This is an optimization exercise on Yosys and OpenROAD, whose aim is small area, a short achievable clock period and few clock cycles, not a production implementation. At most, simulation tests tie the RTL to the original design; equivalence was not proved. Only the layout flow was run in runs 1 and 2; the RTL was not checked for function there. Power and IR drop assume default switching activity.

File: config.mk
export PLATFORM = sky130hd
export DESIGN_NAME = divider1
export DESIGN_NICKNAME = divider1
export VERILOG_FILES = /design/flow/design.v
export SDC_FILE = /design/flow/constraint.sdc
export NUM_CORES = 8
export LEC_CHECK = 0
export CAP_MARGIN = 20
export CORE_MARGIN = 2
export CORE_UTILIZATION = 40
export SLEW_MARGIN = 20
export SYNTH_HIERARCHICAL = 1
File: constraint.sdc
create_clock -name core_clock -period 32.0 [get_ports {clk}]
set_input_delay 6.4000 -clock core_clock [delete_from_list [all_inputs] [get_ports {clk}]]
set_output_delay 6.4000 -clock core_clock [all_outputs]
set_load 0.01 [all_outputs]
File: design.v
module D_FF (q, d, reset, clk);
	output logic q;
	input logic d, reset, clk;
	always_ff @(posedge clk)
		if (reset)
			q <= 0;  
		else
			q <= d;  
endmodule
module FF_en(q, d, en, reset, clk);
	output q;
	input d, en, reset, clk;
	wire dat;
	D_FF ff(.q, .d(dat), .reset, .clk);
	NAND_MUX_2x1 muxs(.out(dat), .select(en), .invSelect(~en), .in({d, q}));
endmodule
module NAND_MUX_2x1(out, select, invSelect, in);
	output out;
	input select, invSelect;
	input [1:0] in;
	wire one, zero;
	nand oneNand(one, select, in[1]);
	nand zeroNand(zero, invSelect, in[0]);
	nand sumNand(out, one, zero);
endmodule
module NAND_MUX_4x1(out, select, invSelect, in);
	output out;
	input [1:0] select, invSelect;
	input [3:0] in;
	wire three, two, one, zero;
	nand zeroNand(zero, in[0], invSelect[1], invSelect[0]);
	nand oneNand(one, in[1], invSelect[1], select[0]);
	nand twoNand(two, in[2], select[1], invSelect[0]);
	nand threeNand(three, in[3], select[1], select[0]);
	nand sumNand(out, three, two, one, zero);
endmodule
module adderC65 (val1, val2, Cin, valOut);
	input logic [64:0] val1, val2;
	input logic Cin;
	output logic [64:0] valOut; 
	logic [64:0] cinToCout;
	genvar i;
	generate
		for(i=0; i<64; i++) begin : eachAdder
			full_adder adder(.S(valOut[i+1]), .Cout(cinToCout[i+1]), .A(val1[i+1]), .B(val2[i+1]), .Cin(cinToCout[i]));
		end
	endgenerate
	full_adder startAdder(.S(valOut[0]), .Cout(cinToCout[0]), .A(val1[0]), .B(val2[0]), .Cin);
endmodule
module divider1(quotient, valid_out, divisor, dividend, valid_in, rst, clk);
  output [63:0] quotient;
  output valid_out;
  input [63:0] divisor, dividend;
  input valid_in, rst, clk;
  localparam int K  = 4;                     
  localparam int DW = 67 + K;                
  localparam int JW = 5;                     
  logic          busy;
  logic          first;   
  logic          vo;
  logic [63:0]   rr;      
  logic [DW-1:0] rd;      
  logic          sbn;     
  logic [63:0]   rq;      
  logic          neg;     
  logic [JW-1:0] cnt;     
  assign valid_out = vo | quick;
  div_neg u_neg(.q(rq), .neg(neg), .y(quotient));
  function automatic logic [6:0] bitlen(input logic [63:0] x);
    bitlen = 7'd0;
    for (int i = 0; i < 64; i++) if (x[i]) bitlen = 7'(i + 1);
  endfunction
  wire        sa = dividend[63];
  wire        sb = divisor[63];
  wire [63:0] ma = sa ? (64'd0 - dividend) : dividend;
  wire [6:0]  la = bitlen({1'b0, dividend[62:0] ^ dividend[63:1]}) + {6'd0, sa};
  wire [6:0]  lb = bitlen({1'b0, divisor[62:0] ^ divisor[63:1]});
  wire        bz = (divisor == 64'd0);
  wire        az = (dividend == 64'd0);
  logic [6:0]   lar, lbr;    
  logic         azr, bzr;    
  wire [7:0]  sdiff = {1'b0, lar} - {1'b0, lbr};
  wire        zq = azr | sdiff[7];                 
  wire [6:0]  s  = sdiff[6:0];                     
  wire        quick = first & (zq | bzr);          
  function automatic logic [JW-1:0] ncyc(input logic [6:0] x);   
    ncyc = '0;
    for (int i = 0; i < 128; i++) if (x == 7'(i)) ncyc = JW'((i + 1) / K);
  endfunction
  wire [JW-1:0] j0 = ncyc(s);
  logic [DW-1:0] dsh;
  always_comb begin
    dsh = rd;
    for (int k = 0; k < JW; k++) if (first & j0[k]) dsh = dsh << (K << k);
  end
  wire [DW-1:0] deff = dsh ^ {DW{first & sbn}};
  function automatic logic [64:0] addc(input logic [DW-1:0] a, input logic [DW-1:0] b, input logic cin);
    logic [DW:0] g, p, G, P;
    g = {a & b, cin};
    p = {a ^ b, 1'b0};
    G = g; P = p;
    for (int l = 0; (1 << l) < DW + 1; l++) begin
      logic [DW:0] G2, P2;
      G2 = G; P2 = P;
      for (int i = 0; i < DW + 1; i++) begin
        if ((i >> l) & 1) begin
          G2[i] = G[i] | (P[i] & G[((i >> l) << l) - 1]);
          P2[i] = P[i] & P[((i >> l) << l) - 1];
        end
      end
      G = G2; P = P2;
    end
    addc[64] = G[DW];
    for (int i = 0; i < 64; i++) addc[i] = p[i+1] ^ G[i];
  endfunction
  logic [63:0]   rnext;
  logic [K-1:0]  qb;
  always_comb begin
    logic [63:0]   r;
    logic [64:0]   t;
    r = rr;
    for (int j = 0; j < K; j++) begin
      if (j == 0) t = addc({{(DW-64){1'b0}}, r}, ~rd, ~sbn);
      else        t = addc({{(DW-64){1'b0}}, r}, ~(deff >> j), ~sbn);
      qb[K-1-j] = t[64] & ~(j == 0 && first);
      if (qb[K-1-j]) r = t[63:0];
    end
    rnext = r;
  end
  wire last = ((first ? j0 : cnt) == '0);
  always_ff @(posedge clk) begin
    if (rst) begin
      busy  <= 1'b0;
      first <= 1'b0;
      vo    <= 1'b0;
    end else if (!busy) begin
      busy  <= valid_in;
      first <= valid_in;
      vo    <= 1'b0;
    end else begin
      busy  <= ~last & ~quick;
      first <= 1'b0;
      vo    <= last & ~quick;
    end
  end
  always_ff @(posedge clk) begin
    if (!busy) begin
      rr    <= ma;
      rd    <= {{(DW-64){sb}}, divisor} << (K - 1);
      lar   <= la;
      lbr   <= lb;
      azr   <= az;
      bzr   <= bz;
      sbn   <= sb;
      rq    <= {63'd0, bz};
      neg   <= bz ? ~sa : (sa ^ sb);
    end else begin
      rr    <= rnext;
      rd    <= deff >> K;
      cnt   <= (first ? j0 : cnt) - 1'b1;
      rq    <= {rq[63-K:0], qb};
    end
  end
endmodule
module div_neg(input [63:0] q, input neg, output [63:0] y);
  assign y = neg ? (64'd0 - q) : q;
endmodule
module full_adder(S, Cout, A, B, Cin);
	output S, Cout;
	input A, B, Cin;
	wire AB, AC, BC;
	xor sum(S, A, B, Cin);
	nand ab(AB, A, B);
	nand ac(AC, A, Cin);
	nand bc(BC, B, Cin);
	nand abc(Cout, AB, AC, BC);
endmodule
module mux_2x1_X65(outs, select, invSelect, ins);
	output [64:0] outs;
	input select, invSelect;
	input [1:0][64:0] ins;
		NAND_MUX_2x1 m7(.out(outs[7]), .select, .invSelect, .in({ins[1][7], ins[0][7]}));
	NAND_MUX_2x1 m6(.out(outs[6]), .select, .invSelect, .in({ins[1][6], ins[0][6]}));
	NAND_MUX_2x1 m5(.out(outs[5]), .select, .invSelect, .in({ins[1][5], ins[0][5]}));
	NAND_MUX_2x1 m4(.out(outs[4]), .select, .invSelect, .in({ins[1][4], ins[0][4]}));
	NAND_MUX_2x1 m3(.out(outs[3]), .select, .invSelect, .in({ins[1][3], ins[0][3]}));
	NAND_MUX_2x1 m2(.out(outs[2]), .select, .invSelect, .in({ins[1][2], ins[0][2]}));
	NAND_MUX_2x1 m1(.out(outs[1]), .select, .invSelect, .in({ins[1][1], ins[0][1]}));
	NAND_MUX_2x1 m0(.out(outs[0]), .select, .invSelect, .in({ins[1][0], ins[0][0]}));
		NAND_MUX_2x1 m15(.out(outs[15]), .select, .invSelect, .in({ins[1][15], ins[0][15]}));
	NAND_MUX_2x1 m14(.out(outs[14]), .select, .invSelect, .in({ins[1][14], ins[0][14]}));
	NAND_MUX_2x1 m13(.out(outs[13]), .select, .invSelect, .in({ins[1][13], ins[0][13]}));
	NAND_MUX_2x1 m12(.out(outs[12]), .select, .invSelect, .in({ins[1][12], ins[0][12]}));
	NAND_MUX_2x1 m11(.out(outs[11]), .select, .invSelect, .in({ins[1][11], ins[0][11]}));
	NAND_MUX_2x1 m10(.out(outs[10]), .select, .invSelect, .in({ins[1][10], ins[0][10]}));
	NAND_MUX_2x1 m9(.out(outs[9]), .select, .invSelect, .in({ins[1][9], ins[0][9]}));
	NAND_MUX_2x1 m8(.out(outs[8]), .select, .invSelect, .in({ins[1][8], ins[0][8]}));
		NAND_MUX_2x1 m23(.out(outs[23]), .select, .invSelect, .in({ins[1][23], ins[0][23]}));
	NAND_MUX_2x1 m22(.out(outs[22]), .select, .invSelect, .in({ins[1][22], ins[0][22]}));
	NAND_MUX_2x1 m21(.out(outs[21]), .select, .invSelect, .in({ins[1][21], ins[0][21]}));
	NAND_MUX_2x1 m20(.out(outs[20]), .select, .invSelect, .in({ins[1][20], ins[0][20]}));
	NAND_MUX_2x1 m19(.out(outs[19]), .select, .invSelect, .in({ins[1][19], ins[0][19]}));
	NAND_MUX_2x1 m18(.out(outs[18]), .select, .invSelect, .in({ins[1][18], ins[0][18]}));
	NAND_MUX_2x1 m17(.out(outs[17]), .select, .invSelect, .in({ins[1][17], ins[0][17]}));
	NAND_MUX_2x1 m16(.out(outs[16]), .select, .invSelect, .in({ins[1][16], ins[0][16]}));
		NAND_MUX_2x1 m31(.out(outs[31]), .select, .invSelect, .in({ins[1][31], ins[0][31]}));
	NAND_MUX_2x1 m30(.out(outs[30]), .select, .invSelect, .in({ins[1][30], ins[0][30]}));
	NAND_MUX_2x1 m29(.out(outs[29]), .select, .invSelect, .in({ins[1][29], ins[0][29]}));
	NAND_MUX_2x1 m28(.out(outs[28]), .select, .invSelect, .in({ins[1][28], ins[0][28]}));
	NAND_MUX_2x1 m27(.out(outs[27]), .select, .invSelect, .in({ins[1][27], ins[0][27]}));
	NAND_MUX_2x1 m26(.out(outs[26]), .select, .invSelect, .in({ins[1][26], ins[0][26]}));
	NAND_MUX_2x1 m25(.out(outs[25]), .select, .invSelect, .in({ins[1][25], ins[0][25]}));
	NAND_MUX_2x1 m24(.out(outs[24]), .select, .invSelect, .in({ins[1][24], ins[0][24]}));
		NAND_MUX_2x1 m39(.out(outs[39]), .select, .invSelect, .in({ins[1][39], ins[0][39]}));
	NAND_MUX_2x1 m38(.out(outs[38]), .select, .invSelect, .in({ins[1][38], ins[0][38]}));
	NAND_MUX_2x1 m37(.out(outs[37]), .select, .invSelect, .in({ins[1][37], ins[0][37]}));
	NAND_MUX_2x1 m36(.out(outs[36]), .select, .invSelect, .in({ins[1][36], ins[0][36]}));
	NAND_MUX_2x1 m35(.out(outs[35]), .select, .invSelect, .in({ins[1][35], ins[0][35]}));
	NAND_MUX_2x1 m34(.out(outs[34]), .select, .invSelect, .in({ins[1][34], ins[0][34]}));
	NAND_MUX_2x1 m33(.out(outs[33]), .select, .invSelect, .in({ins[1][33], ins[0][33]}));
	NAND_MUX_2x1 m32(.out(outs[32]), .select, .invSelect, .in({ins[1][32], ins[0][32]}));
		NAND_MUX_2x1 m47(.out(outs[47]), .select, .invSelect, .in({ins[1][47], ins[0][47]}));
	NAND_MUX_2x1 m46(.out(outs[46]), .select, .invSelect, .in({ins[1][46], ins[0][46]}));
	NAND_MUX_2x1 m45(.out(outs[45]), .select, .invSelect, .in({ins[1][45], ins[0][45]}));
	NAND_MUX_2x1 m44(.out(outs[44]), .select, .invSelect, .in({ins[1][44], ins[0][44]}));
	NAND_MUX_2x1 m43(.out(outs[43]), .select, .invSelect, .in({ins[1][43], ins[0][43]}));
	NAND_MUX_2x1 m42(.out(outs[42]), .select, .invSelect, .in({ins[1][42], ins[0][42]}));
	NAND_MUX_2x1 m41(.out(outs[41]), .select, .invSelect, .in({ins[1][41], ins[0][41]}));
	NAND_MUX_2x1 m40(.out(outs[40]), .select, .invSelect, .in({ins[1][40], ins[0][40]}));
		NAND_MUX_2x1 m55(.out(outs[55]), .select, .invSelect, .in({ins[1][55], ins[0][55]}));
	NAND_MUX_2x1 m54(.out(outs[54]), .select, .invSelect, .in({ins[1][54], ins[0][54]}));
	NAND_MUX_2x1 m53(.out(outs[53]), .select, .invSelect, .in({ins[1][53], ins[0][53]}));
	NAND_MUX_2x1 m52(.out(outs[52]), .select, .invSelect, .in({ins[1][52], ins[0][52]}));
	NAND_MUX_2x1 m51(.out(outs[51]), .select, .invSelect, .in({ins[1][51], ins[0][51]}));
	NAND_MUX_2x1 m50(.out(outs[50]), .select, .invSelect, .in({ins[1][50], ins[0][50]}));
	NAND_MUX_2x1 m49(.out(outs[49]), .select, .invSelect, .in({ins[1][49], ins[0][49]}));
	NAND_MUX_2x1 m48(.out(outs[48]), .select, .invSelect, .in({ins[1][48], ins[0][48]}));
		NAND_MUX_2x1 m63(.out(outs[63]), .select, .invSelect, .in({ins[1][63], ins[0][63]}));
	NAND_MUX_2x1 m62(.out(outs[62]), .select, .invSelect, .in({ins[1][62], ins[0][62]}));
	NAND_MUX_2x1 m61(.out(outs[61]), .select, .invSelect, .in({ins[1][61], ins[0][61]}));
	NAND_MUX_2x1 m60(.out(outs[60]), .select, .invSelect, .in({ins[1][60], ins[0][60]}));
	NAND_MUX_2x1 m59(.out(outs[59]), .select, .invSelect, .in({ins[1][59], ins[0][59]}));
	NAND_MUX_2x1 m58(.out(outs[58]), .select, .invSelect, .in({ins[1][58], ins[0][58]}));
	NAND_MUX_2x1 m57(.out(outs[57]), .select, .invSelect, .in({ins[1][57], ins[0][57]}));
	NAND_MUX_2x1 m56(.out(outs[56]), .select, .invSelect, .in({ins[1][56], ins[0][56]}));
		NAND_MUX_2x1 m64(.out(outs[64]), .select, .invSelect, .in({ins[1][64], ins[0][64]}));
endmodule
module mux_4x1_X65(outs, select, invSelect, ins);
	output [64:0] outs;
	input [1:0] select, invSelect;
	input [3:0][64:0] ins;
		NAND_MUX_4x1 m7(.out(outs[7]), .select, .invSelect, .in({ins[3][7], ins[2][7], ins[1][7], ins[0][7]}));
	NAND_MUX_4x1 m6(.out(outs[6]), .select, .invSelect, .in({ins[3][6], ins[2][6], ins[1][6], ins[0][6]}));
	NAND_MUX_4x1 m5(.out(outs[5]), .select, .invSelect, .in({ins[3][5], ins[2][5], ins[1][5], ins[0][5]}));
	NAND_MUX_4x1 m4(.out(outs[4]), .select, .invSelect, .in({ins[3][4], ins[2][4], ins[1][4], ins[0][4]}));
	NAND_MUX_4x1 m3(.out(outs[3]), .select, .invSelect, .in({ins[3][3], ins[2][3], ins[1][3], ins[0][3]}));
	NAND_MUX_4x1 m2(.out(outs[2]), .select, .invSelect, .in({ins[3][2], ins[2][2], ins[1][2], ins[0][2]}));
	NAND_MUX_4x1 m1(.out(outs[1]), .select, .invSelect, .in({ins[3][1], ins[2][1], ins[1][1], ins[0][1]}));
	NAND_MUX_4x1 m0(.out(outs[0]), .select, .invSelect, .in({ins[3][0], ins[2][0], ins[1][0], ins[0][0]}));
		NAND_MUX_4x1 m15(.out(outs[15]), .select, .invSelect, .in({ins[3][15], ins[2][15], ins[1][7], ins[0][15]}));
	NAND_MUX_4x1 m14(.out(outs[14]), .select, .invSelect, .in({ins[3][14], ins[2][14], ins[1][7], ins[0][14]}));
	NAND_MUX_4x1 m13(.out(outs[13]), .select, .invSelect, .in({ins[3][13], ins[2][13], ins[1][7], ins[0][13]}));
	NAND_MUX_4x1 m12(.out(outs[12]), .select, .invSelect, .in({ins[3][12], ins[2][12], ins[1][7], ins[0][12]}));
	NAND_MUX_4x1 m11(.out(outs[11]), .select, .invSelect, .in({ins[3][11], ins[2][11], ins[1][7], ins[0][11]}));
	NAND_MUX_4x1 m10(.out(outs[10]), .select, .invSelect, .in({ins[3][10], ins[2][10], ins[1][7], ins[0][10]}));
	NAND_MUX_4x1 m9(.out(outs[9]), .select, .invSelect, .in({ins[3][9], ins[2][9], ins[1][7], ins[0][9]}));
	NAND_MUX_4x1 m8(.out(outs[8]), .select, .invSelect, .in({ins[3][8], ins[2][8], ins[1][7], ins[0][8]}));
		NAND_MUX_4x1 m23(.out(outs[23]), .select, .invSelect, .in({ins[3][23], ins[2][23], ins[1][23], ins[0][23]}));
	NAND_MUX_4x1 m22(.out(outs[22]), .select, .invSelect, .in({ins[3][22], ins[2][22], ins[1][22], ins[0][22]}));
	NAND_MUX_4x1 m21(.out(outs[21]), .select, .invSelect, .in({ins[3][21], ins[2][21], ins[1][21], ins[0][21]}));
	NAND_MUX_4x1 m20(.out(outs[20]), .select, .invSelect, .in({ins[3][20], ins[2][20], ins[1][20], ins[0][20]}));
	NAND_MUX_4x1 m19(.out(outs[19]), .select, .invSelect, .in({ins[3][19], ins[2][19], ins[1][19], ins[0][19]}));
	NAND_MUX_4x1 m18(.out(outs[18]), .select, .invSelect, .in({ins[3][18], ins[2][18], ins[1][18], ins[0][18]}));
	NAND_MUX_4x1 m17(.out(outs[17]), .select, .invSelect, .in({ins[3][17], ins[2][17], ins[1][17], ins[0][17]}));
	NAND_MUX_4x1 m16(.out(outs[16]), .select, .invSelect, .in({ins[3][16], ins[2][16], ins[1][16], ins[0][16]}));
		NAND_MUX_4x1 m31(.out(outs[31]), .select, .invSelect, .in({ins[3][31], ins[2][31], ins[1][31], ins[0][31]}));
	NAND_MUX_4x1 m30(.out(outs[30]), .select, .invSelect, .in({ins[3][30], ins[2][30], ins[1][30], ins[0][30]}));
	NAND_MUX_4x1 m29(.out(outs[29]), .select, .invSelect, .in({ins[3][29], ins[2][29], ins[1][29], ins[0][29]}));
	NAND_MUX_4x1 m28(.out(outs[28]), .select, .invSelect, .in({ins[3][28], ins[2][28], ins[1][28], ins[0][28]}));
	NAND_MUX_4x1 m27(.out(outs[27]), .select, .invSelect, .in({ins[3][27], ins[2][27], ins[1][27], ins[0][27]}));
	NAND_MUX_4x1 m26(.out(outs[26]), .select, .invSelect, .in({ins[3][26], ins[2][26], ins[1][26], ins[0][26]}));
	NAND_MUX_4x1 m25(.out(outs[25]), .select, .invSelect, .in({ins[3][25], ins[2][25], ins[1][25], ins[0][25]}));
	NAND_MUX_4x1 m24(.out(outs[24]), .select, .invSelect, .in({ins[3][24], ins[2][24], ins[1][24], ins[0][24]}));
		NAND_MUX_4x1 m39(.out(outs[39]), .select, .invSelect, .in({ins[3][39], ins[2][39], ins[1][39], ins[0][39]}));
	NAND_MUX_4x1 m38(.out(outs[38]), .select, .invSelect, .in({ins[3][38], ins[2][38], ins[1][38], ins[0][38]}));
	NAND_MUX_4x1 m37(.out(outs[37]), .select, .invSelect, .in({ins[3][37], ins[2][37], ins[1][37], ins[0][37]}));
	NAND_MUX_4x1 m36(.out(outs[36]), .select, .invSelect, .in({ins[3][36], ins[2][36], ins[1][36], ins[0][36]}));
	NAND_MUX_4x1 m35(.out(outs[35]), .select, .invSelect, .in({ins[3][35], ins[2][35], ins[1][35], ins[0][35]}));
	NAND_MUX_4x1 m34(.out(outs[34]), .select, .invSelect, .in({ins[3][34], ins[2][34], ins[1][34], ins[0][34]}));
	NAND_MUX_4x1 m33(.out(outs[33]), .select, .invSelect, .in({ins[3][33], ins[2][33], ins[1][33], ins[0][33]}));
	NAND_MUX_4x1 m32(.out(outs[32]), .select, .invSelect, .in({ins[3][32], ins[2][32], ins[1][32], ins[0][32]}));
		NAND_MUX_4x1 m47(.out(outs[47]), .select, .invSelect, .in({ins[3][47], ins[2][47], ins[1][47], ins[0][47]}));
	NAND_MUX_4x1 m46(.out(outs[46]), .select, .invSelect, .in({ins[3][46], ins[2][46], ins[1][46], ins[0][46]}));
	NAND_MUX_4x1 m45(.out(outs[45]), .select, .invSelect, .in({ins[3][45], ins[2][45], ins[1][45], ins[0][45]}));
	NAND_MUX_4x1 m44(.out(outs[44]), .select, .invSelect, .in({ins[3][44], ins[2][44], ins[1][44], ins[0][44]}));
	NAND_MUX_4x1 m43(.out(outs[43]), .select, .invSelect, .in({ins[3][43], ins[2][43], ins[1][43], ins[0][43]}));
	NAND_MUX_4x1 m42(.out(outs[42]), .select, .invSelect, .in({ins[3][42], ins[2][42], ins[1][42], ins[0][42]}));
	NAND_MUX_4x1 m41(.out(outs[41]), .select, .invSelect, .in({ins[3][41], ins[2][41], ins[1][41], ins[0][41]}));
	NAND_MUX_4x1 m40(.out(outs[40]), .select, .invSelect, .in({ins[3][40], ins[2][40], ins[1][40], ins[0][40]}));
		NAND_MUX_4x1 m55(.out(outs[55]), .select, .invSelect, .in({ins[3][55], ins[2][55], ins[1][55], ins[0][55]}));
	NAND_MUX_4x1 m54(.out(outs[54]), .select, .invSelect, .in({ins[3][54], ins[2][54], ins[1][54], ins[0][54]}));
	NAND_MUX_4x1 m53(.out(outs[53]), .select, .invSelect, .in({ins[3][53], ins[2][53], ins[1][53], ins[0][53]}));
	NAND_MUX_4x1 m52(.out(outs[52]), .select, .invSelect, .in({ins[3][52], ins[2][52], ins[1][52], ins[0][52]}));
	NAND_MUX_4x1 m51(.out(outs[51]), .select, .invSelect, .in({ins[3][51], ins[2][51], ins[1][51], ins[0][51]}));
	NAND_MUX_4x1 m50(.out(outs[50]), .select, .invSelect, .in({ins[3][50], ins[2][50], ins[1][50], ins[0][50]}));
	NAND_MUX_4x1 m49(.out(outs[49]), .select, .invSelect, .in({ins[3][49], ins[2][49], ins[1][49], ins[0][49]}));
	NAND_MUX_4x1 m48(.out(outs[48]), .select, .invSelect, .in({ins[3][48], ins[2][48], ins[1][48], ins[0][48]}));
		NAND_MUX_4x1 m63(.out(outs[63]), .select, .invSelect, .in({ins[3][63], ins[2][63], ins[1][63], ins[0][63]}));
	NAND_MUX_4x1 m62(.out(outs[62]), .select, .invSelect, .in({ins[3][62], ins[2][62], ins[1][62], ins[0][62]}));
	NAND_MUX_4x1 m61(.out(outs[61]), .select, .invSelect, .in({ins[3][61], ins[2][61], ins[1][61], ins[0][61]}));
	NAND_MUX_4x1 m60(.out(outs[60]), .select, .invSelect, .in({ins[3][60], ins[2][60], ins[1][60], ins[0][60]}));
	NAND_MUX_4x1 m59(.out(outs[59]), .select, .invSelect, .in({ins[3][59], ins[2][59], ins[1][59], ins[0][59]}));
	NAND_MUX_4x1 m58(.out(outs[58]), .select, .invSelect, .in({ins[3][58], ins[2][58], ins[1][58], ins[0][58]}));
	NAND_MUX_4x1 m57(.out(outs[57]), .select, .invSelect, .in({ins[3][57], ins[2][57], ins[1][57], ins[0][57]}));
	NAND_MUX_4x1 m56(.out(outs[56]), .select, .invSelect, .in({ins[3][56], ins[2][56], ins[1][56], ins[0][56]}));
		NAND_MUX_4x1 m64(.out(outs[64]), .select, .invSelect, .in({ins[3][64], ins[2][64], ins[1][64], ins[0][64]}));
endmodule
module norifier(outs, ins1, ins0);
	output [63:0] outs;
	input [63:0] ins1, ins0;
		nor oa7(outs[7], ins1[7], ins0[7]);
	nor oa6(outs[6], ins1[6], ins0[6]);
	nor oa5(outs[5], ins1[5], ins0[5]);
	nor oa4(outs[4], ins1[4], ins0[4]);
	nor oa3(outs[3], ins1[3], ins0[3]);
	nor oa2(outs[2], ins1[2], ins0[2]);
	nor oa1(outs[1], ins1[1], ins0[1]);
	nor oa0(outs[0], ins1[0], ins0[0]);
		nor oa15(outs[15], ins1[15], ins0[15]);
	nor oa14(outs[14], ins1[14], ins0[14]);
	nor oa13(outs[13], ins1[13], ins0[13]);
	nor oa12(outs[12], ins1[12], ins0[12]);
	nor oa11(outs[11], ins1[11], ins0[11]);
	nor oa10(outs[10], ins1[10], ins0[10]);
	nor oa9(outs[9], ins1[9], ins0[9]);
	nor oa8(outs[8], ins1[8], ins0[8]);
		nor oa23(outs[23], ins1[23], ins0[23]);
	nor oa22(outs[22], ins1[22], ins0[22]);
	nor oa21(outs[21], ins1[21], ins0[21]);
	nor oa20(outs[20], ins1[20], ins0[20]);
	nor oa19(outs[19], ins1[19], ins0[19]);
	nor oa18(outs[18], ins1[18], ins0[18]);
	nor oa17(outs[17], ins1[17], ins0[17]);
	nor oa16(outs[16], ins1[16], ins0[16]);
		nor oa31(outs[31], ins1[31], ins0[31]);
	nor oa30(outs[30], ins1[30], ins0[30]);
	nor oa29(outs[29], ins1[29], ins0[29]);
	nor oa28(outs[28], ins1[28], ins0[28]);
	nor oa27(outs[27], ins1[27], ins0[27]);
	nor oa26(outs[26], ins1[26], ins0[26]);
	nor oa25(outs[25], ins1[25], ins0[25]);
	nor oa24(outs[24], ins1[24], ins0[24]);
		nor oa39(outs[39], ins1[39], ins0[39]);
	nor oa38(outs[38], ins1[38], ins0[38]);
	nor oa37(outs[37], ins1[37], ins0[37]);
	nor oa36(outs[36], ins1[36], ins0[36]);
	nor oa35(outs[35], ins1[35], ins0[35]);
	nor oa34(outs[34], ins1[34], ins0[34]);
	nor oa33(outs[33], ins1[33], ins0[33]);
	nor oa32(outs[32], ins1[32], ins0[32]);
		nor oa47(outs[47], ins1[47], ins0[47]);
	nor oa46(outs[46], ins1[46], ins0[46]);
	nor oa45(outs[45], ins1[45], ins0[45]);
	nor oa44(outs[44], ins1[44], ins0[44]);
	nor oa43(outs[43], ins1[43], ins0[43]);
	nor oa42(outs[42], ins1[42], ins0[42]);
	nor oa41(outs[41], ins1[41], ins0[41]);
	nor oa40(outs[40], ins1[40], ins0[40]);
		nor oa55(outs[55], ins1[55], ins0[55]);
	nor oa54(outs[54], ins1[54], ins0[54]);
	nor oa53(outs[53], ins1[53], ins0[53]);
	nor oa52(outs[52], ins1[52], ins0[52]);
	nor oa51(outs[51], ins1[51], ins0[51]);
	nor oa50(outs[50], ins1[50], ins0[50]);
	nor oa49(outs[49], ins1[49], ins0[49]);
	nor oa48(outs[48], ins1[48], ins0[48]);
		nor oa63(outs[63], ins1[63], ins0[63]);
	nor oa62(outs[62], ins1[62], ins0[62]);
	nor oa61(outs[61], ins1[61], ins0[61]);
	nor oa60(outs[60], ins1[60], ins0[60]);
	nor oa59(outs[59], ins1[59], ins0[59]);
	nor oa58(outs[58], ins1[58], ins0[58]);
	nor oa57(outs[57], ins1[57], ins0[57]);
	nor oa56(outs[56], ins1[56], ins0[56]);
endmodule
module registerX64(outs, ins, en, rst, clk);
	output [63:0] outs;
	input [63:0] ins;
	input en, rst, clk;
		FF_en r7(.q(outs[7]), .d(ins[7]), .en, .reset(rst), .clk);
	FF_en r6(.q(outs[6]), .d(ins[6]), .en, .reset(rst), .clk);
	FF_en r5(.q(outs[5]), .d(ins[5]), .en, .reset(rst), .clk);
	FF_en r4(.q(outs[4]), .d(ins[4]), .en, .reset(rst), .clk);
	FF_en r3(.q(outs[3]), .d(ins[3]), .en, .reset(rst), .clk);
	FF_en r2(.q(outs[2]), .d(ins[2]), .en, .reset(rst), .clk);
	FF_en r1(.q(outs[1]), .d(ins[1]), .en, .reset(rst), .clk);
	FF_en r0(.q(outs[0]), .d(ins[0]), .en, .reset(rst), .clk);
		FF_en r15(.q(outs[15]), .d(ins[15]), .en, .reset(rst), .clk);
	FF_en r14(.q(outs[14]), .d(ins[14]), .en, .reset(rst), .clk);
	FF_en r13(.q(outs[13]), .d(ins[13]), .en, .reset(rst), .clk);
	FF_en r12(.q(outs[12]), .d(ins[12]), .en, .reset(rst), .clk);
	FF_en r11(.q(outs[11]), .d(ins[11]), .en, .reset(rst), .clk);
	FF_en r10(.q(outs[10]), .d(ins[10]), .en, .reset(rst), .clk);
	FF_en r9(.q(outs[9]), .d(ins[9]), .en, .reset(rst), .clk);
	FF_en r8(.q(outs[8]), .d(ins[8]), .en, .reset(rst), .clk);
		FF_en r23(.q(outs[23]), .d(ins[23]), .en, .reset(rst), .clk);
	FF_en r22(.q(outs[22]), .d(ins[22]), .en, .reset(rst), .clk);
	FF_en r21(.q(outs[21]), .d(ins[21]), .en, .reset(rst), .clk);
	FF_en r20(.q(outs[20]), .d(ins[20]), .en, .reset(rst), .clk);
	FF_en r19(.q(outs[19]), .d(ins[19]), .en, .reset(rst), .clk);
	FF_en r18(.q(outs[18]), .d(ins[18]), .en, .reset(rst), .clk);
	FF_en r17(.q(outs[17]), .d(ins[17]), .en, .reset(rst), .clk);
	FF_en r16(.q(outs[16]), .d(ins[16]), .en, .reset(rst), .clk);
		FF_en r31(.q(outs[31]), .d(ins[31]), .en, .reset(rst), .clk);
	FF_en r30(.q(outs[30]), .d(ins[30]), .en, .reset(rst), .clk);
	FF_en r29(.q(outs[29]), .d(ins[29]), .en, .reset(rst), .clk);
	FF_en r28(.q(outs[28]), .d(ins[28]), .en, .reset(rst), .clk);
	FF_en r27(.q(outs[27]), .d(ins[27]), .en, .reset(rst), .clk);
	FF_en r26(.q(outs[26]), .d(ins[26]), .en, .reset(rst), .clk);
	FF_en r25(.q(outs[25]), .d(ins[25]), .en, .reset(rst), .clk);
	FF_en r24(.q(outs[24]), .d(ins[24]), .en, .reset(rst), .clk);
		FF_en r39(.q(outs[39]), .d(ins[39]), .en, .reset(rst), .clk);
	FF_en r38(.q(outs[38]), .d(ins[38]), .en, .reset(rst), .clk);
	FF_en r37(.q(outs[37]), .d(ins[37]), .en, .reset(rst), .clk);
	FF_en r36(.q(outs[36]), .d(ins[36]), .en, .reset(rst), .clk);
	FF_en r35(.q(outs[35]), .d(ins[35]), .en, .reset(rst), .clk);
	FF_en r34(.q(outs[34]), .d(ins[34]), .en, .reset(rst), .clk);
	FF_en r33(.q(outs[33]), .d(ins[33]), .en, .reset(rst), .clk);
	FF_en r32(.q(outs[32]), .d(ins[32]), .en, .reset(rst), .clk);
		FF_en r47(.q(outs[47]), .d(ins[47]), .en, .reset(rst), .clk);
	FF_en r46(.q(outs[46]), .d(ins[46]), .en, .reset(rst), .clk);
	FF_en r45(.q(outs[45]), .d(ins[45]), .en, .reset(rst), .clk);
	FF_en r44(.q(outs[44]), .d(ins[44]), .en, .reset(rst), .clk);
	FF_en r43(.q(outs[43]), .d(ins[43]), .en, .reset(rst), .clk);
	FF_en r42(.q(outs[42]), .d(ins[42]), .en, .reset(rst), .clk);
	FF_en r41(.q(outs[41]), .d(ins[41]), .en, .reset(rst), .clk);
	FF_en r40(.q(outs[40]), .d(ins[40]), .en, .reset(rst), .clk);
		FF_en r55(.q(outs[55]), .d(ins[55]), .en, .reset(rst), .clk);
	FF_en r54(.q(outs[54]), .d(ins[54]), .en, .reset(rst), .clk);
	FF_en r53(.q(outs[53]), .d(ins[53]), .en, .reset(rst), .clk);
	FF_en r52(.q(outs[52]), .d(ins[52]), .en, .reset(rst), .clk);
	FF_en r51(.q(outs[51]), .d(ins[51]), .en, .reset(rst), .clk);
	FF_en r50(.q(outs[50]), .d(ins[50]), .en, .reset(rst), .clk);
	FF_en r49(.q(outs[49]), .d(ins[49]), .en, .reset(rst), .clk);
	FF_en r48(.q(outs[48]), .d(ins[48]), .en, .reset(rst), .clk);
		FF_en r63(.q(outs[63]), .d(ins[63]), .en, .reset(rst), .clk);
	FF_en r62(.q(outs[62]), .d(ins[62]), .en, .reset(rst), .clk);
	FF_en r61(.q(outs[61]), .d(ins[61]), .en, .reset(rst), .clk);
	FF_en r60(.q(outs[60]), .d(ins[60]), .en, .reset(rst), .clk);
	FF_en r59(.q(outs[59]), .d(ins[59]), .en, .reset(rst), .clk);
	FF_en r58(.q(outs[58]), .d(ins[58]), .en, .reset(rst), .clk);
	FF_en r57(.q(outs[57]), .d(ins[57]), .en, .reset(rst), .clk);
	FF_en r56(.q(outs[56]), .d(ins[56]), .en, .reset(rst), .clk);
endmodule
module registerX65(outs, ins, en, rst, clk);
	output [64:0] outs;
	input [64:0] ins;
	input en, rst, clk;
		FF_en r7(.q(outs[7]), .d(ins[7]), .en, .reset(rst), .clk);
	FF_en r6(.q(outs[6]), .d(ins[6]), .en, .reset(rst), .clk);
	FF_en r5(.q(outs[5]), .d(ins[5]), .en, .reset(rst), .clk);
	FF_en r4(.q(outs[4]), .d(ins[4]), .en, .reset(rst), .clk);
	FF_en r3(.q(outs[3]), .d(ins[3]), .en, .reset(rst), .clk);
	FF_en r2(.q(outs[2]), .d(ins[2]), .en, .reset(rst), .clk);
	FF_en r1(.q(outs[1]), .d(ins[1]), .en, .reset(rst), .clk);
	FF_en r0(.q(outs[0]), .d(ins[0]), .en, .reset(rst), .clk);
		FF_en r15(.q(outs[15]), .d(ins[15]), .en, .reset(rst), .clk);
	FF_en r14(.q(outs[14]), .d(ins[14]), .en, .reset(rst), .clk);
	FF_en r13(.q(outs[13]), .d(ins[13]), .en, .reset(rst), .clk);
	FF_en r12(.q(outs[12]), .d(ins[12]), .en, .reset(rst), .clk);
	FF_en r11(.q(outs[11]), .d(ins[11]), .en, .reset(rst), .clk);
	FF_en r10(.q(outs[10]), .d(ins[10]), .en, .reset(rst), .clk);
	FF_en r9(.q(outs[9]), .d(ins[9]), .en, .reset(rst), .clk);
	FF_en r8(.q(outs[8]), .d(ins[8]), .en, .reset(rst), .clk);
		FF_en r23(.q(outs[23]), .d(ins[23]), .en, .reset(rst), .clk);
	FF_en r22(.q(outs[22]), .d(ins[22]), .en, .reset(rst), .clk);
	FF_en r21(.q(outs[21]), .d(ins[21]), .en, .reset(rst), .clk);
	FF_en r20(.q(outs[20]), .d(ins[20]), .en, .reset(rst), .clk);
	FF_en r19(.q(outs[19]), .d(ins[19]), .en, .reset(rst), .clk);
	FF_en r18(.q(outs[18]), .d(ins[18]), .en, .reset(rst), .clk);
	FF_en r17(.q(outs[17]), .d(ins[17]), .en, .reset(rst), .clk);
	FF_en r16(.q(outs[16]), .d(ins[16]), .en, .reset(rst), .clk);
		FF_en r31(.q(outs[31]), .d(ins[31]), .en, .reset(rst), .clk);
	FF_en r30(.q(outs[30]), .d(ins[30]), .en, .reset(rst), .clk);
	FF_en r29(.q(outs[29]), .d(ins[29]), .en, .reset(rst), .clk);
	FF_en r28(.q(outs[28]), .d(ins[28]), .en, .reset(rst), .clk);
	FF_en r27(.q(outs[27]), .d(ins[27]), .en, .reset(rst), .clk);
	FF_en r26(.q(outs[26]), .d(ins[26]), .en, .reset(rst), .clk);
	FF_en r25(.q(outs[25]), .d(ins[25]), .en, .reset(rst), .clk);
	FF_en r24(.q(outs[24]), .d(ins[24]), .en, .reset(rst), .clk);
		FF_en r39(.q(outs[39]), .d(ins[39]), .en, .reset(rst), .clk);
	FF_en r38(.q(outs[38]), .d(ins[38]), .en, .reset(rst), .clk);
	FF_en r37(.q(outs[37]), .d(ins[37]), .en, .reset(rst), .clk);
	FF_en r36(.q(outs[36]), .d(ins[36]), .en, .reset(rst), .clk);
	FF_en r35(.q(outs[35]), .d(ins[35]), .en, .reset(rst), .clk);
	FF_en r34(.q(outs[34]), .d(ins[34]), .en, .reset(rst), .clk);
	FF_en r33(.q(outs[33]), .d(ins[33]), .en, .reset(rst), .clk);
	FF_en r32(.q(outs[32]), .d(ins[32]), .en, .reset(rst), .clk);
		FF_en r47(.q(outs[47]), .d(ins[47]), .en, .reset(rst), .clk);
	FF_en r46(.q(outs[46]), .d(ins[46]), .en, .reset(rst), .clk);
	FF_en r45(.q(outs[45]), .d(ins[45]), .en, .reset(rst), .clk);
	FF_en r44(.q(outs[44]), .d(ins[44]), .en, .reset(rst), .clk);
	FF_en r43(.q(outs[43]), .d(ins[43]), .en, .reset(rst), .clk);
	FF_en r42(.q(outs[42]), .d(ins[42]), .en, .reset(rst), .clk);
	FF_en r41(.q(outs[41]), .d(ins[41]), .en, .reset(rst), .clk);
	FF_en r40(.q(outs[40]), .d(ins[40]), .en, .reset(rst), .clk);
		FF_en r55(.q(outs[55]), .d(ins[55]), .en, .reset(rst), .clk);
	FF_en r54(.q(outs[54]), .d(ins[54]), .en, .reset(rst), .clk);
	FF_en r53(.q(outs[53]), .d(ins[53]), .en, .reset(rst), .clk);
	FF_en r52(.q(outs[52]), .d(ins[52]), .en, .reset(rst), .clk);
	FF_en r51(.q(outs[51]), .d(ins[51]), .en, .reset(rst), .clk);
	FF_en r50(.q(outs[50]), .d(ins[50]), .en, .reset(rst), .clk);
	FF_en r49(.q(outs[49]), .d(ins[49]), .en, .reset(rst), .clk);
	FF_en r48(.q(outs[48]), .d(ins[48]), .en, .reset(rst), .clk);
		FF_en r63(.q(outs[63]), .d(ins[63]), .en, .reset(rst), .clk);
	FF_en r62(.q(outs[62]), .d(ins[62]), .en, .reset(rst), .clk);
	FF_en r61(.q(outs[61]), .d(ins[61]), .en, .reset(rst), .clk);
	FF_en r60(.q(outs[60]), .d(ins[60]), .en, .reset(rst), .clk);
	FF_en r59(.q(outs[59]), .d(ins[59]), .en, .reset(rst), .clk);
	FF_en r58(.q(outs[58]), .d(ins[58]), .en, .reset(rst), .clk);
	FF_en r57(.q(outs[57]), .d(ins[57]), .en, .reset(rst), .clk);
	FF_en r56(.q(outs[56]), .d(ins[56]), .en, .reset(rst), .clk);
		FF_en r64(.q(outs[64]), .d(ins[64]), .en, .reset(rst), .clk);
endmodule
module xnorifier(outs, ins1, ins0);
	output [63:0] outs;
	input [63:0] ins1, ins0;
		xnor  xoa7(outs[7], ins1[7], ins0[7]);
	xnor xoa6(outs[6], ins1[6], ins0[6]);
	xnor xoa5(outs[5], ins1[5], ins0[5]);
	xnor xoa4(outs[4], ins1[4], ins0[4]);
	xnor xoa3(outs[3], ins1[3], ins0[3]);
	xnor xoa2(outs[2], ins1[2], ins0[2]);
	xnor xoa1(outs[1], ins1[1], ins0[1]);
	xnor xoa0(outs[0], ins1[0], ins0[0]);
		xnor xoa15(outs[15], ins1[15], ins0[15]);
	xnor xoa14(outs[14], ins1[14], ins0[14]);
	xnor xoa13(outs[13], ins1[13], ins0[13]);
	xnor xoa12(outs[12], ins1[12], ins0[12]);
	xnor xoa11(outs[11], ins1[11], ins0[11]);
	xnor xoa10(outs[10], ins1[10], ins0[10]);
	xnor xoa9(outs[9], ins1[9], ins0[9]);
	xnor xoa8(outs[8], ins1[8], ins0[8]);
		xnor xoa23(outs[23], ins1[23], ins0[23]);
	xnor xoa22(outs[22], ins1[22], ins0[22]);
	xnor xoa21(outs[21], ins1[21], ins0[21]);
	xnor xoa20(outs[20], ins1[20], ins0[20]);
	xnor xoa19(outs[19], ins1[19], ins0[19]);
	xnor xoa18(outs[18], ins1[18], ins0[18]);
	xnor xoa17(outs[17], ins1[17], ins0[17]);
	xnor xoa16(outs[16], ins1[16], ins0[16]);
		xnor xoa31(outs[31], ins1[31], ins0[31]);
	xnor xoa30(outs[30], ins1[30], ins0[30]);
	xnor xoa29(outs[29], ins1[29], ins0[29]);
	xnor xoa28(outs[28], ins1[28], ins0[28]);
	xnor xoa27(outs[27], ins1[27], ins0[27]);
	xnor xoa26(outs[26], ins1[26], ins0[26]);
	xnor xoa25(outs[25], ins1[25], ins0[25]);
	xnor xoa24(outs[24], ins1[24], ins0[24]);
		xnor xoa39(outs[39], ins1[39], ins0[39]);
	xnor xoa38(outs[38], ins1[38], ins0[38]);
	xnor xoa37(outs[37], ins1[37], ins0[37]);
	xnor xoa36(outs[36], ins1[36], ins0[36]);
	xnor xoa35(outs[35], ins1[35], ins0[35]);
	xnor xoa34(outs[34], ins1[34], ins0[34]);
	xnor xoa33(outs[33], ins1[33], ins0[33]);
	xnor xoa32(outs[32], ins1[32], ins0[32]);
		xnor xoa47(outs[47], ins1[47], ins0[47]);
	xnor xoa46(outs[46], ins1[46], ins0[46]);
	xnor xoa45(outs[45], ins1[45], ins0[45]);
	xnor xoa44(outs[44], ins1[44], ins0[44]);
	xnor xoa43(outs[43], ins1[43], ins0[43]);
	xnor xoa42(outs[42], ins1[42], ins0[42]);
	xnor xoa41(outs[41], ins1[41], ins0[41]);
	xnor xoa40(outs[40], ins1[40], ins0[40]);
		xnor xoa55(outs[55], ins1[55], ins0[55]);
	xnor xoa54(outs[54], ins1[54], ins0[54]);
	xnor xoa53(outs[53], ins1[53], ins0[53]);
	xnor xoa52(outs[52], ins1[52], ins0[52]);
	xnor xoa51(outs[51], ins1[51], ins0[51]);
	xnor xoa50(outs[50], ins1[50], ins0[50]);
	xnor xoa49(outs[49], ins1[49], ins0[49]);
	xnor xoa48(outs[48], ins1[48], ins0[48]);
		xnor xoa63(outs[63], ins1[63], ins0[63]);
	xnor xoa62(outs[62], ins1[62], ins0[62]);
	xnor xoa61(outs[61], ins1[61], ins0[61]);
	xnor xoa60(outs[60], ins1[60], ins0[60]);
	xnor xoa59(outs[59], ins1[59], ins0[59]);
	xnor xoa58(outs[58], ins1[58], ins0[58]);
	xnor xoa57(outs[57], ins1[57], ins0[57]);
	xnor xoa56(outs[56], ins1[56], ins0[56]);
endmodule
File: flow/run.sh
#!/bin/bash
# Own flow: the standard layout (standard synthesis, floorplan, placement,
# CTS, routing); only the timing repair is asked to leave a setup margin,
# and port buffers use another buffer cell. Clock and constraints unchanged.
set -e
bash standard.sh SETUP_SLACK_MARGIN=21 "BUFFER_PORTS_ARGS=-buffer_cell sky130_fd_sc_hd__buf_2" finish > standard_finish.log 2>&1
File: standard.sh
#!/bin/bash
# synth_recipe.tcl (not shown) runs the flow's synth.tcl, then flattens the netlist and writes it again
# the make line also repeats each setting of config.mk as NAME=value (left out here)
make -C /OpenROAD-flow-scripts/flow DESIGN_CONFIG=/design/flow/config.mk WORK_HOME=/design/flow/orfs CLKGATE_MAP_FILE= SYNTH_SCRIPT=/design/flow/synth_recipe.tcl "${@:-finish}"
==> results_dict.tcl, run 1 <==
set metrics [dict create \
    cpPeakStageDelay_ps 590 \
    drt_first_pass_iters 8 \
    synth_mux_area_share_pct 4.73 \
    synth-simple-area-share_pct 20.5 \
    maxCapViolCount 0 \
    vias_per_cell 6.13 \
    synthAdderAreaFrac_pct 15.9 \
    synth_top_family_by_area "compound AO/OA/AOI/OAI gates" \
    finalClockSkew_ps 20.2 \
    fin_crit_sh_pct 40.9 \
    die_width_um 282 \
    clk_path_buf_depth 3 \
    syn-cell-area_sq_um 31000 \
    postRouteWirelength_um 145000 \
    rsz0062_at_grt "true" \
    yosys-top-cells-area "ha_1 14%, dfxtp_1 13%, xnor2_1 8.6%" \
    routedWlPerCell_um 25.5 \
    vdd_ir_drop_max_mv 0.0539 \
    synth_seq_cells 221 \
    crit_path_end "rr[16]" \
    die_area_sq_um 79700 \
    layout-drive-gt1-share_pct 25.0 \
    setup-tns-final_ps 0 \
    root_buffer "clkbuf_16" \
    grt_pass1_wl_um 206000 \
    numCtsBuffers 31 \
    p_leak_nw 18.1 \
    fin_crit_ps 13080 \
    drtAntennaViolNets 0 \
    yosysTopAreaCell "ha_1" \
    cp-startpoint "lar[0]" \
    arrival_ps 13540 \
    final_common_cell "nor2_1" \
    grt_overflow 0 \
    critPathKind "reg -> reg" \
    crit_path_top_delay_cell "o41a_4" \
    report.power.total_mw 4.52 \
    fmax_ghz 0.0764 \
    finish.net_count 5136 \
    cts_sinks 221 \
    outcome "complete, no violations" \
    synthCells 4182 \
    n_fill_cell 7259 \
    syn-num-nets 4693 \
    hpwl_um 103000 \
    rows 102 \
    dp_slack_ps 14920 \
    yosysTopAreaCellShare_pct 14.4 \
    final-max-slew-violation-count 0 \
    grt_pass1_vias 32500 \
    io_pins 196 \
    gr-usage-all-layers_pct 34.4 \
    worstReg2RegEnd "rr[16]" \
    drt_iter0_markers 4372 \
    ys_async_sr_fraction_pct 0 \
    portBuffers 195 \
    tritoncts "built" \
    clock_latency_ps 630 \
    core-area_sq_um 77100 \
    drc 0 \
    slew_headroom_pct 28.9 \
    r2r_setup_slack_ps 18920 \
    hold_buffers 0 \
    yosysWarnings 7 \
    reg2regPathDepth 67 \
    hp-class "reg -> reg" \
    cp_max_fo 7 \
    cp.depth 67 \
    setup_viol_count_final 0 \
    hold_violations 0 \
    die_h_um 282 \
    num_vias 34900 \
    antenna_found_initial 12 \
    synth_xor_area_share_pct 11.9 \
    path_clk_slew_ps 60 \
    timing.rr.start "lar[0]" \
    cp-start-kind "flop" \
    final_cell_mix "377 x nor2_1, 319 x inv_1, 316 x nand2_1" \
    path_delay_family "compound AO/OA/AOI/OAI gates" \
    cp-end-kind "flop" \
    initial_core_util_pct 40.2 \
    synth-edff-count 22 \
    powerDensity_nw_per_um2 111 \
    grt_max_degree 90 \
    syn_avg_cell_area_sq_um 7.41 \
    required_ps 32460 \
    layout_setup_ws_ps 18920 \
    syn2layout_area_growth_pct 31.7 \
    ys_seq_area_share_pct 15.0 \
    synth_cell_types 118 \
    place.gp.congestion 1.02 \
    synth_compound_area_share_pct 25.7 \
    worst-slew-pin-transition_ps 1070 \
    critPathBufInv 13 \
    htreeDepth 1 \
    synth_ff_type "dfxtp_1" \
]
## kinds of logic (layout without fill, tap and decap cells)
group / after synthesis / after routing
xor+xnor: 417 / 417
fa+ha+maj: 381 / 381
compound gates: 1214 / 1219
buf+inv: 497 / 951
simple gates: 1316 / 1317
flops: 221 / 221
mux: 136 / 141
other cells: 0 / 10
## per-layer routing
layer  track usage [%]  vias to the layer above  part of all wire [%]
li1                  -                    16000                     -
met1              46.9                    16400                    40
met2              52.5                     2076                    42
met3              6.12                      513                    12
met4              16.2                        0                   6.3
met5                 0                        -                     0
## repair_timing
action                     CTS  global route
setup endpoints to repair   66            65
resized for setup          424           215
pin swaps                  122           103
gates cloned                33             6
buffers inserted           167            80
## synthesized netlist by cell type, drive strengths merged (12+ instances only)
master	instances
fa	23
a211oi	46
nor3	97
inv	335
or2	21
o41ai	22
nand3	92
a2111oi	14
dfxtp	199
or4	19
ha	357
nand2b	33
edfxtp	22
o21ai	250
a2bb2oi	12
o31ai	62
and2	84
o22ai	29
o211ai	35
a31oi	47
nor2b	40
a21o	89
xnor2	309
clkbuf	114
o311ai	15
buf	47
o21bai	44
and3	44
o21a	67
nand2	339
or3	27
a311oi	18
nor2	418
mux2	43
a21oi	346
nand4	38
xor2	108
nor4	32
mux2i	90
## modules after synthesis, one instance, submodules excluded
module,times used,cells
div_neg,1,206
divider1,1,3976
## worst min-delay path by stage
stage | to | start | depth (start not counted) | slack (ps)
2_1_floorplan | rq[17] | rq[13] | 1 | 470
3_3_place_gp | rq[15] | rq[11] | 1 | 490
3_5_place_dp | rq[15] | rq[11] | 1 | 510
4_1_cts | rq[55] | rq[51] | 1 | 510
5_1_grt | rq[55] | rq[51] | 1 | 540
6_report | rq[15] | rq[11] | 1 | 510
## area by class of cell
type                       count  area (sq um)  share of cell area [%]
inverter                     336          1270                    3.10
sequential                   221          4660                    11.4
multi-input combinational   3475         27600                    67.7
tap                         1040          1300                    3.19
antenna                       10          25.0                  0.0613
timing repair buffer         560          4910                    12.0
clock buffer                  40           820                    2.01
clock inverter                15           199                   0.487
## metrics by stage
stage                     hold WS [ps]  instances  cell area [sq um]  utilization [%]
after floorplan                    469       4182              31700                -
after global placement             493       5346              33700             43.8
after detailed placement           506       5346              33700             43.8
after CTS                          513       5601              39000             50.5
after global routing               540       5693              40800             52.9
final                              515       5697              40800             52.9
## flip-flops by register name, indices dropped and copies added, names as in the netlist
name / cells
first: 1
busy: 1
rq: 64
sbn: 1
cnt: 5
vo: 1
azr: 1
bzr: 1
rr: 64
lar: 7
lbr: 6
neg: 1
rd: 68
## power breakdown
group | switching [mW] | internal [mW] | total (mW)
combinational | 2.14 | 1.61 | 3.75
sequential | 0.0704 | 0.334 | 0.404
clock | 0.154 | 0.212 | 0.366
total | 2.36 | 2.16 | 4.52
==> inputs of run 2 (changes only) <==
--- a/design.v
+++ b/design.v
@@ -52,7 +52,7 @@
   output valid_out;
   input [63:0] divisor, dividend;
   input valid_in, rst, clk;
-  localparam int K  = 4;                     
+  localparam int K  = 3;                     
   localparam int DW = 67 + K;                
   localparam int JW = 5;                     
   logic          busy;
==> flow/run.sh (replaced) <==
#!/bin/bash
# Own flow: the standard layout (standard synthesis, floorplan, placement,
# CTS, routing); only the timing repair is asked to leave a setup margin,
# and port buffers use another buffer cell. Clock and constraints unchanged.
set -e
bash standard.sh SETUP_SLACK_MARGIN=22 "BUFFER_PORTS_ARGS=-buffer_cell sky130_fd_sc_hd__buf_2" finish > standard_finish.log 2>&1
==> results_dict.tcl, run 2 <==
set metrics [dict create \
    outcome "complete, no violations" \
    drtAntennaViolNets 0 \
    die_h_um 274 \
    clockPowerShare_pct 7.8 \
    timing.hold.ws_ps 512 \
    core-area_sq_um 71700 \
    place.gp.congestion 1.01 \
    n_antenna_cell 0 \
    grt_max_degree 184 \
    drt_iter0_markers 3371 \
    synth_seq_cells 221 \
    path_common_cell "a21o_1" \
    gr-usage-all-layers_pct 32.7 \
    maxCapViolCount 0 \
    setup_viol_count_final 0 \
    p_sw_share_pct 54.1 \
    rows 98 \
    postRouteWirelength_um 129000 \
    largest_register_ffs 68 \
    initial_core_util_pct 40.6 \
    syn_avg_cell_area_sq_um 7.39 \
    hold_violations 0 \
    yosysTopAreaCell "dfxtp_1" \
    critPathKind "reg -> reg" \
    yosysWarnings 7 \
    syn-cell-area_sq_um 29100 \
    worst-slew-pin-transition_ps 1240 \
    io_pins 196 \
    synth_cell_types 119 \
    finalClockSkew_ps 26.1 \
    drt_first_pass_iters 6 \
    fmax_ghz 0.0877 \
    die_area_sq_um 74900 \
    synth_most_common_cell "nand2_1" \
    num_vias 31600 \
    required_ps 32480 \
    numCtsBuffers 29 \
    report.power.total_mw 4.58 \
    top_register "rd" \
    final-max-slew-violation-count 0 \
    path_clk_slew_ps 70 \
    p_leak_nw 16.7 \
    final_common_cell "nand2_1" \
    finish.net_count 4666 \
    syn-num-nets 4380 \
    htreeDepth 1 \
    powerDensity_nw_per_um2 128 \
    drc 0 \
    rsz0062_at_grt "true" \
    path_delay_family "compound AO/OA/AOI/OAI gates" \
    cp-start-kind "flop" \
    layout-drive-gt1-share_pct 19.3 \
    final_cell_mix "402 x nand2_1, 336 x nor2_1, 299 x inv_1" \
    synth_ff_type "dfxtp_1" \
    syn2layout_area_growth_pct 23.0 \
    p_int_mw 2.10 \
    clock_latency_ps 610 \
    fin_crit_ps 11400 \
    root_buffer "clkbuf_16" \
    grt_overflow 0 \
    cpPeakStageDelay_ps 510 \
    hp-class "reg -> reg" \
    vias_per_cell 6.07 \
    pwr-share-seq_pct 9.5 \
    setup-tns-final_ps 0 \
    cp_max_fo 34 \
    clk_path_buf_depth 3 \
    largestRegisters "rd: 68 flops, rq: 64 flops, rr: 64 flops" \
    arrival_ps 11880 \
    yosysTopAreaCellShare_pct 13.7 \
    tritoncts "built" \
    yosys-top-cells-count "416 x nand2_1, 352 x nor2_1, 306 x inv_1, 294 x ha_1, 286 x xnor2_1" \
    hpwl_um 94600 \
    cp-end-kind "flop" \
    crit_path_top_delay_cell "a311o_2" \
    critPathBufInv 2 \
    fin_crit_sh_pct 35.6 \
    grt_pass1_wl_um 186000 \
    vdd_ir_drop_max_mv 0.0874 \
    die_width_um 274 \
    grt_pass1_vias 29300 \
    antenna_found_initial 3 \
    slew_headroom_pct 17.1 \
    portBuffers 195 \
    p_sw_mw 2.48 \
    ys_seq_area_share_pct 16.0 \
    synthCells 3938 \
    ys_async_sr_fraction_pct 0 \
    routedWlPerCell_um 24.8 \
    yosys-top-cells-area "dfxtp_1 14%, ha_1 13%, xnor2_1 8.6%" \
    synth-edff-count 22 \
    share_comb_of_total_power_pct 82.8 \
    cts_sinks 221 \
]
## run 2: cell types whose count changed after synthesis, moves of 41 or more
cell	before	now
nor2_1	417	352
nand2_1	338	416
o21a_1	67	18
a21oi_1	342	275
mux2i_1	89	130
ha_1	357	294
## run 2: worst paths after layout
kind	from	endpoint	slack, ps	depth (start not counted)
worst max register to register	lar[5]	rr[52]	20600	53
worst min-delay path	rq[49]	rq[52]	510	1
worst max-delay path	lar[5]	rr[52]	20600	53
worst min register to register	rq[49]	rq[52]	510	1
## run 2: what timing repair did
item                                    4_1_cts  5_1_grt
pin swaps                                    81       77
endpoints found under the setup margin       72       73
gates cloned                                 21        7
hold buffers                                  0        0
setup buffers                               115       36
resized for setup                           223      125
## run 2: per-module statistics from Yosys, one instance, submodules excluded
module	times used	cell area, sq um	cells inside	flops+latches
div_neg	1	1660	209	0
divider1	1	27400	3729	221
## run 2: final cells by class
class / instances / area, sq um
Timing Repair Buffer: 423 / 3510
Clock inverter: 11 / 190
Tap cell: 950 / 1190
Inverter: 311 / 1190
Fill cell: 7068 / 35900
Multi-Input combinational cell: 3238 / 24300
Clock buffer: 43 / 808
Sequential cell: 221 / 4650
## run 2: stage by stage
step                      area, sq um  setup WS (ps)  utilization (%)  instances
final                           35800          20600             49.9       5197
after global routing            35800          20280             49.9       5197
after CTS                       34800          20860             48.5       5154
after detailed placement        31300          17280             43.6       4964
after global placement          31300          17580             43.6       4964
after floorplan                 29500          21230                -       3938
## run 2: layer usage
layer	share of wire, %	up-vias	global-route usage (%)
met1	40	14800	40.9
met5	0.043	-	0
met3	8.8	461	6.28
met2	43	1571	50.7
li1	-	14700	-
met4	8.5	8	22.3
## run 2: kinds of logic (layout without fill, tap and decap cells)
kind of cell               after synthesis  in the layout  synth area share, %
muxes                                  159            159                 5.77
adders and majority gates              312            312                 13.8
DFF                                    221            221                 16.0
and+or+nand+nor                       1278           1284                 21.1
AOI/OAI and AO/OA                     1086           1091                 24.7
buffers and inverters                  491            788                 6.73
xor gates and xnor gates               391            392                 11.9
## run 2: power groups by stage
| stage | combinational (mW) | sequential [mW] | clock (mW) |
|---|---|---|---|
| global placement | 3.21 | 0.431 | 0 |
| finish | 3.79 | 0.433 | 0.355 |
| detailed placement | 3.20 | 0.429 | 0 |
| global route | 4.05 | 0.431 | 0.367 |
| floorplan | 2.38 | 0.380 | 0 |
| CTS | 3.51 | 0.425 | 0.356 |
==> inputs of run 3 (changes only) <==
--- a/design.v
+++ b/design.v
@@ -66,28 +66,36 @@
   logic [JW-1:0] cnt;     
   assign valid_out = vo | quick;
   div_neg u_neg(.q(rq), .neg(neg), .y(quotient));
-  function automatic logic [6:0] bitlen(input logic [63:0] x);
-    bitlen = 7'd0;
-    for (int i = 0; i < 64; i++) if (x[i]) bitlen = 7'(i + 1);
+  function automatic logic [6:0] msb(input logic [63:0] x);
+    logic [63:0] v; logic [5:0] p [64];
+    for (int i = 0; i < 64; i++) begin v[i] = x[i]; p[i] = 6'(i); end
+    for (int l = 0; l < 6; l++) begin
+      for (int i = 0; i < (32 >> l); i++) begin
+        p[i] = v[2*i+1] ? p[2*i+1] : p[2*i];
+        v[i] = v[2*i+1] | v[2*i];
+      end
+    end
+    msb = {v[0], p[0]};
   endfunction
   wire        sa = dividend[63];
   wire        sb = divisor[63];
   wire [63:0] ma = sa ? (64'd0 - dividend) : dividend;
-  wire [6:0]  la = bitlen({1'b0, dividend[62:0] ^ dividend[63:1]}) + {6'd0, sa};
-  wire [6:0]  lb = bitlen({1'b0, divisor[62:0] ^ divisor[63:1]});
+  wire [6:0]  ta = msb({1'b0, dividend[62:0] ^ dividend[63:1]});
+  wire [6:0]  tb = msb({1'b0, divisor[62:0] ^ divisor[63:1]});
+  wire [7:0]  ia = ta[6] ? {2'b0, ta[5:0]} : 8'hff;
+  wire [7:0]  nib = tb[6] ? ~{2'b0, tb[5:0]} : 8'h00;    
+  wire [7:0]  t  = ia + nib + {7'd0, sa};
   wire        bz = (divisor == 64'd0);
   wire        az = (dividend == 64'd0);
-  logic [6:0]   lar, lbr;    
+  logic [7:0]   tr;          
   logic         azr, bzr;    
-  wire [7:0]  sdiff = {1'b0, lar} - {1'b0, lbr};
-  wire        zq = azr | sdiff[7];                 
-  wire [6:0]  s  = sdiff[6:0];                     
-  wire        quick = first & (zq | bzr);          
+  wire        zq = azr | (tr[7] & (tr != 8'hff));     
+  wire        quick = first & (zq | bzr);              
   function automatic logic [JW-1:0] ncyc(input logic [6:0] x);   
     ncyc = '0;
-    for (int i = 0; i < 128; i++) if (x == 7'(i)) ncyc = JW'((i + 1) / K);
+    for (int i = 0; i < 128; i++) if (x == 7'(i)) ncyc = JW'((((i + 1) % 128) + 1) / K);
   endfunction
-  wire [JW-1:0] j0 = ncyc(s);
+  wire [JW-1:0] j0 = ncyc(tr[6:0]);
   logic [DW-1:0] dsh;
   always_comb begin
     dsh = rd;
@@ -147,8 +155,7 @@
     if (!busy) begin
       rr    <= ma;
       rd    <= {{(DW-64){sb}}, divisor} << (K - 1);
-      lar   <= la;
-      lbr   <= lb;
+      tr    <= t;
       azr   <= az;
       bzr   <= bz;
       sbn   <= sb;
==> results_dict.tcl, run 3 <==
set metrics [dict create \
    grt_use_met1_pct 42.0 \
    path_common_cell "a21o_1" \
    syn-num-nets 4237 \
    tritoncts "built" \
    fmax_ghz 0.0998 \
    dpl-instance-area_sq_um 29800 \
    grt_pass1_vias 27400 \
    synthCells 3795 \
    initial_core_util_pct 40.5 \
    crit_path_top_delay_cell "a21oi_1" \
    synth_most_common_cell "nor2_1" \
    critPathKind "reg -> reg" \
    postRouteWirelength_um 118000 \
    grt_max_degree 81 \
    required_ps 32520 \
    largestRegisters "rd: 68 flops, rq: 64 flops, rr: 64 flops" \
    use_met3_pct 6.62 \
    fin_crit_ps 10020 \
    die_area_sq_um 71800 \
    yosysTopAreaCell "dfxtp_1" \
    drt_first_pass_iters 6 \
    place.gp.congestion 0.977 \
    ys_seq_area_share_pct 16.1 \
    io_pins 196 \
    largest_register_ffs 68 \
    fin_crit_sh_pct 31.3 \
    drtAntennaViolNets 0 \
    gr-usage-all-layers_pct 30.8 \
    synth_ff_type "dfxtp_1" \
    synth-edff-count 17 \
    synth_seq_cells 216 \
    portBuffers 195 \
    setup_viol_count_final 0 \
    syn-cell-area_sq_um 27900 \
    vias_per_cell 5.97 \
    clk_path_buf_depth 3 \
    grt_overflow 0 \
    fin_area_sq_um 34300 \
    antenna_found_initial 4 \
    hp-class "reg -> reg" \
    die_width_um 268 \
    final_cell_mix "384 x nand2_1, 375 x nor2_1, 280 x inv_1" \
    synth_cell_types 104 \
    hold_buffers 0 \
    yosys-top-cells-count "389 x nor2_1, 388 x nand2_1, 293 x ha_1, 291 x inv_1, 272 x xnor2_1" \
    cp-end-kind "flop" \
    drc 0 \
    arrival_ps 10540 \
    core-area_sq_um 68800 \
    cpPeakStageDelay_ps 660 \
    hold_violations 0 \
    top_register "rd" \
    outcome "complete, no violations" \
    grt-busiest-layer "met2" \
    grt_pass1_wl_um 168000 \
    finalClockSkew_ps 34.2 \
    cts_sinks 216 \
    slew_headroom_pct 35.3 \
    final_common_cell "nand2_1" \
    rows 96 \
    cp_max_fo 19 \
    final-max-slew-violation-count 0 \
    setup-tns-final_ps 0 \
    path_clk_slew_ps 70 \
    yosysWarnings 9 \
    layout-drive-gt1-share_pct 19.8 \
    clock_latency_ps 610 \
    ys_async_sr_fraction_pct 0 \
    vdd_ir_drop_max_mv 0.0549 \
    grt_use_met2_pct 45.8 \
    numCtsBuffers 28 \
    rsz0062_at_grt "true" \
    htreeDepth 1 \
    die_h_um 268 \
    p_leak_nw 15.8 \
    routedWlPerCell_um 23.4 \
    yosys-top-cells-area "dfxtp_1 14%, ha_1 13%, xnor2_1 8.5%" \
    n_fill_cell 6723 \
    finish.net_count 4529 \
    worst-slew-pin-transition_ps 967 \
    maxCapViolCount 0 \
    root_buffer "clkbuf_16" \
    cp-start-kind "flop" \
    num_vias 30100 \
    yosysTopAreaCellShare_pct 14.3 \
    syn2layout_area_growth_pct 23.2 \
    drt_iter0_markers 3767 \
    powerDensity_nw_per_um2 115 \
    hpwl_um 85600 \
    syn_avg_cell_area_sq_um 7.35 \
]
run 3: cell types whose count changed after synthesis, sizes merged, moves of 11 or more:
| cell | before | now |
|---|---|---|
| a21boi | 16 | 5 |
| a21oi | 277 | 263 |
| inv | 307 | 292 |
| nor2 | 354 | 390 |
| nand3 | 86 | 66 |
| o21a | 19 | 33 |
| nand2 | 420 | 389 |
| mux2i | 130 | 117 |
| xnor2 | 287 | 272 |
| a31oi | 42 | 81 |
| a211oi | 77 | 58 |
| o21ai | 269 | 217 |
run 3: critical path: cells and delay by family, from the launching register on:
kind,cells,cell delay [ps]
AOI/OAI and AO/OA,24,5300
and+or+nand+nor,9,1600
buffers and inverters,8,1580
adders and majority gates,2,600
xor gates and xnor gates,1,410
DFF,1,390
run 3: final timing paths:
kind | from | end | slack (ps) | cells after the start
worst max-delay path | tr[3] | rr[48] | 21980 | 44
worst min-delay path | rq[1] | rq[4] | 500 | 1
worst min register to register | rq[1] | rq[4] | 500 | 1
worst max register to register | tr[3] | rr[48] | 21980 | 44
run 3: final cells by class:
| cell class | instances | area (sq um) | share of cell area, % |
|---|---|---|---|
| Sequential cell | 216 | 4540 | 13.2 |
| Antenna cell | 4 | 10.0 | 0.0291 |
| Clock buffer | 34 | 743 | 2.16 |
| Timing Repair Buffer | 429 | 3580 | 10.4 |
| Tap cell | 931 | 1160 | 3.39 |
| Multi-Input combinational cell | 3119 | 23000 | 66.9 |
| Clock inverter | 18 | 208 | 0.605 |
| Inverter | 293 | 1110 | 3.24 |
run 3: timing repair:
| action | CTS | global route |
|---|---|---|
| gates resized for setup | 162 | 194 |
| endpoints found under the hold margin | 0 | 0 |
| pin swaps | 34 | 89 |
| gates cloned | 17 | 14 |
| setup buffers | 63 | 90 |
| endpoints found under the setup margin | 73 | 69 |
run 3: stage by stage:
stage          total power [mW]  hold slack (ps)  setup slack (ps)  std cells  util, %
2_1_floorplan              2.38              458             21980       3795        -
3_3_place_gp               3.05              490             19380       4804     43.3
3_5_place_dp               3.04              492             19160       4804     43.3
4_1_cts                    3.58              506             22000       4936     47.1
5_1_grt                    4.19              529             21800       5041     49.9
6_report                   3.93              498             21980       5044     49.9
run 3: layer usage:
metal  routed length (um)  up-vias
li1                     -    14100
met1                48800    13900
met2                49200     1744
met3                13000      388
met4                 7050        2
met5                   10        -
run 3: modules after synthesis, one instance, submodules excluded:
module | cells | times used
divider1 | 3586 | 1
div_neg | 209 | 1
run 3: logic make-up (layout without fill, tap and decap cells):
logic type	after synthesis	count (layout)	share of synthesized area, %
AND/OR/NAND/NOR	1279	1280	21.9
AO/OA/AOI/OAI	1012	1015	24.2
buffers and inverters	464	774	6.52
XOR/XNOR	376	376	11.8
adder cells (fa/ha/maj)	311	311	14.4
flip-flops	216	216	16.1
multiplexers	137	137	5.02
other	0	4	0
run 3: report_power, final:
| group | leakage, nW | switching (mW) | internal, mW |
|---|---|---|---|
| clock network | 0.453 | 0.145 | 0.191 |
| registers | 1.83 | 0.0811 | 0.338 |
| logic | 13.5 | 1.83 | 1.34 |
Testbench counts of run 3, summed over its fixed seeds: cycles 6,098.

## port drivers added, routing unchanged
The flow's constraints put no driver on any port. The routed layouts listed below were extracted and timed again, unchanged, in two steps.
Step 1: set_driving_cell puts a clkbuf_16 on clk and a buf_2 on each other input, an assumption about the parent block.
Step 2 times the ports against the registers' clock, not the clock port: input delays grow and output delays shrink by t, the midpoint of the rising clock arrivals with the driver on.
Slacks: no drivers / after step 1 / after step 2; pairs: no drivers / after step 1.
| run | t, ns | setup slack, ns | latest minus earliest clock arrival (ns) | slew at the worst register clock pin (ns) | pins driven straight from the clock port |
|---|---|---|---|---|---|
| run 1 | 0.688 | 18.918 / 18.918 / 18.918 | 0.021 / 0.021 | 0.07 / 0.07 | 1 |
| run 2 | 0.661 | 20.601 / 20.601 / 20.601 | 0.027 / 0.027 | 0.07 / 0.07 | 1 |
| run 3 | 0.658 | 21.981 / 21.981 / 21.498 | 0.034 / 0.034 | 0.07 / 0.07 | 1 |
After both steps every run listed still meets setup and hold. For run 3, which loses most, drivers alone change the setup slack by 0.000 ns; drivers and shift together by -0.483 ns.
